From an optimization exercise on the open Yosys and OpenROAD flow, aimed at small area and a short achievable clock period; shortcuts taken in it are not production practice. RTL that was checked went through simulation tests only; none was proved equivalent to the original. Power is estimated from default activity; no workload was simulated.

Setup of quartz:
==> flow/design.v <==
module fifo_sync #(
    parameter int WIDTH = 32,
    parameter int DEPTH = 16    
)(
    input  logic                 clk,
    input  logic                 rst_n,
    input  logic                 wr_en,
    input  logic [WIDTH-1:0]     wr_data,
    output logic                 full,
    input  logic                 rd_en,
    output logic [WIDTH-1:0]     rd_data,
    output logic                 empty,
    output logic [$clog2(DEPTH+1)-1:0] level
);
    localparam int PTR_W  = $clog2(DEPTH);
    localparam int MDEPTH = DEPTH - 1;         
    logic [WIDTH-1:0] mem [0:MDEPTH-1];
    logic [WIDTH-1:0] head;
    logic [MDEPTH-1:0]           wr_sel;       
    logic [MDEPTH-1:0]           rd_sel;       
    logic [$clog2(DEPTH+1)-1:0]  count;
    logic                        full_r;       
    logic                        nonempty_r;   
    logic                        le1_r;        
    logic push, pop;
    assign push = wr_en && !full_r;
    assign pop  = rd_en && nonempty_r;
    logic mem_push, mem_pop;
    assign mem_push = push && nonempty_r && !(le1_r && rd_en);
    assign mem_pop  = pop && !le1_r;
    always_ff @(posedge clk) begin
        for (int i = 0; i < MDEPTH; i++)
            if (push && wr_sel[i]) mem[i] <= wr_data;
    end
    logic             keep;
    logic [WIDTH-1:0] head_d;
    assign keep = !rd_en && nonempty_r;
    always_comb begin
        head_d = (head & {WIDTH{keep}}) | (wr_data & {WIDTH{!keep && le1_r}});
        for (int i = 0; i < MDEPTH; i++)
            head_d = head_d | (mem[i] & {WIDTH{!keep && !le1_r && rd_sel[i]}});
    end
    always_ff @(posedge clk) begin
        head <= head_d;
    end
    always_ff @(posedge clk or negedge rst_n) begin
        if (!rst_n) begin
            wr_sel     <= MDEPTH'(1);
            rd_sel     <= MDEPTH'(1);
            count      <= '0;
            full_r     <= 1'b0;
            nonempty_r <= 1'b0;
            le1_r      <= 1'b1;
        end else begin
            if (mem_push) wr_sel <= {wr_sel[MDEPTH-2:0], wr_sel[MDEPTH-1]};
            if (mem_pop)  rd_sel <= {rd_sel[MDEPTH-2:0], rd_sel[MDEPTH-1]};
            if (push && !pop) begin
                count      <= count + 1'b1;
                full_r     <= (count == DEPTH-1);
                nonempty_r <= 1'b1;
                le1_r      <= !nonempty_r;
            end else if (pop && !push) begin
                count      <= count - 1'b1;
                full_r     <= 1'b0;
                nonempty_r <= (count != 1);
                le1_r      <= (count <= 2);
            end
        end
    end
    assign rd_data = head;
    assign full    = count[PTR_W];
    assign empty   = !nonempty_r;
    assign level   = count;
endmodule
==> flow/config.mk <==
export PLATFORM = sky130hd
export DESIGN_NAME = fifo_sync
export DESIGN_NICKNAME = fifo_sync
export VERILOG_FILES = /design/flow/design.v
export SDC_FILE = /design/flow/constraint.sdc
export NUM_CORES = 4
export LEC_CHECK = 0
export CAP_MARGIN = 50
export CORE_MARGIN = 2
export CORE_UTILIZATION = 40
export SLEW_MARGIN = 70
==> flow/constraint.sdc <==
create_clock -name core_clock -period 4.3 [get_ports {clk}]
set_input_delay 0.8600 -clock core_clock [delete_from_list [all_inputs] [get_ports {clk}]]
set_output_delay 0.8600 -clock core_clock [all_outputs]
set_load 0.01 [all_outputs]
standard.sh (not shown) runs the stock make flow with config.mk's settings and CLKGATE_MAP_FILE= SYNTH_SCRIPT=/design/flow/synth_recipe.tcl, a recipe that flattens the netlist after the stock synthesis.
==> flow/flow/run.sh <==
#!/bin/bash
# Standard ORFS layout with faster port buffers and sizing free to change
# cell footprints; the tools' output goes to standard.log and the ORFS logs.
set -e
bash standard.sh MATCH_CELL_FOOTPRINT=0 \
  "BUFFER_PORTS_ARGS=-buffer_cell sky130_fd_sc_hd__buf_2" \
  SETUP_SLACK_MARGIN=2.4 CTS_CLUSTER_SIZE=30 CTS_CLUSTER_DIAMETER=150 finish > standard.log 2>&1
Changes in onyx relative to quartz:
--- a/flow/design.v
+++ b/flow/design.v
@@ -22,6 +22,7 @@
     logic                        full_r;       
     logic                        nonempty_r;   
     logic                        le1_r;        
+    logic                        empty_r;      
     logic push, pop;
     assign push = wr_en && !full_r;
     assign pop  = rd_en && nonempty_r;
@@ -51,6 +52,7 @@
             full_r     <= 1'b0;
             nonempty_r <= 1'b0;
             le1_r      <= 1'b1;
+            empty_r    <= 1'b1;
         end else begin
             if (mem_push) wr_sel <= {wr_sel[MDEPTH-2:0], wr_sel[MDEPTH-1]};
             if (mem_pop)  rd_sel <= {rd_sel[MDEPTH-2:0], rd_sel[MDEPTH-1]};
@@ -59,16 +61,18 @@
                 full_r     <= (count == DEPTH-1);
                 nonempty_r <= 1'b1;
                 le1_r      <= !nonempty_r;
+                empty_r    <= 1'b0;
             end else if (pop && !push) begin
                 count      <= count - 1'b1;
                 full_r     <= 1'b0;
                 nonempty_r <= (count != 1);
                 le1_r      <= (count <= 2);
+                empty_r    <= (count == 1);
             end
         end
     end
     assign rd_data = head;
     assign full    = count[PTR_W];
-    assign empty   = !nonempty_r;
+    assign empty   = empty_r;
     assign level   = count;
 endmodule
Findings:
Both conditions hold for onyx: the flow ran to the end and the final layout passed the timing, DRC and antenna checks. Diff quartz -> onyx: sequential cell area essentially unchanged, number of placed cells counting well taps saw a decrease. Diff quartz -> onyx: number of placement rows rose by 1, global-route usage has decreased, power in combinational cells climbed 6.1%, worst slew slack as a fraction of its limit up 0.95 points. Lower shortest period the worst path allows goes to quartz over onyx. Worst setup slack after layout deteriorates in onyx relative to quartz. Relative to quartz, onyx degrades area after synthesis. Share of the clock period used by the worst path for onyx: 2.3 points up relative to quartz. Compared with quartz, onyx shows a count of multi-input combinational gates that is about 10% lower. In onyx the total power turned out about 1.2% higher than in quartz.
Only the layout flow was run in onyx; the RTL was not checked for function there.

static timing again, ports no longer ideal:
The results above use ideal ports. As a check the final layouts listed here were re-extracted and re-timed, cells and wires unchanged. Step 1: set_driving_cell puts a clkbuf_16 on clk and a buf_2 on each other input, an assumption about the parent block. Step 2 adds t to the input delays and takes it off the output delays; t is the mean of the earliest and latest rising clock arrival at the registers after step 1. Input paths then give back, and output paths get back, about the clock's delay inside the block. Three values: ideal, step 1, step 2; two values: the first two.
run	t, ns	setup slack, ns	worst setup path at the end	clock arrival spread, ns	worst register clock-pin slew, ns
quartz	0.603	2.316 / 2.260 / 1.980	input to register	0.027 / 0.027	0.11 / 0.11
onyx	0.611	2.216 / 2.159 / 1.983	input to register	0.031 / 0.031	0.12 / 0.12
After both steps every run listed still meets setup and hold. The setup slack of quartz, which loses most, moves by -0.056 ns with the drivers and by -0.336 ns with both steps.
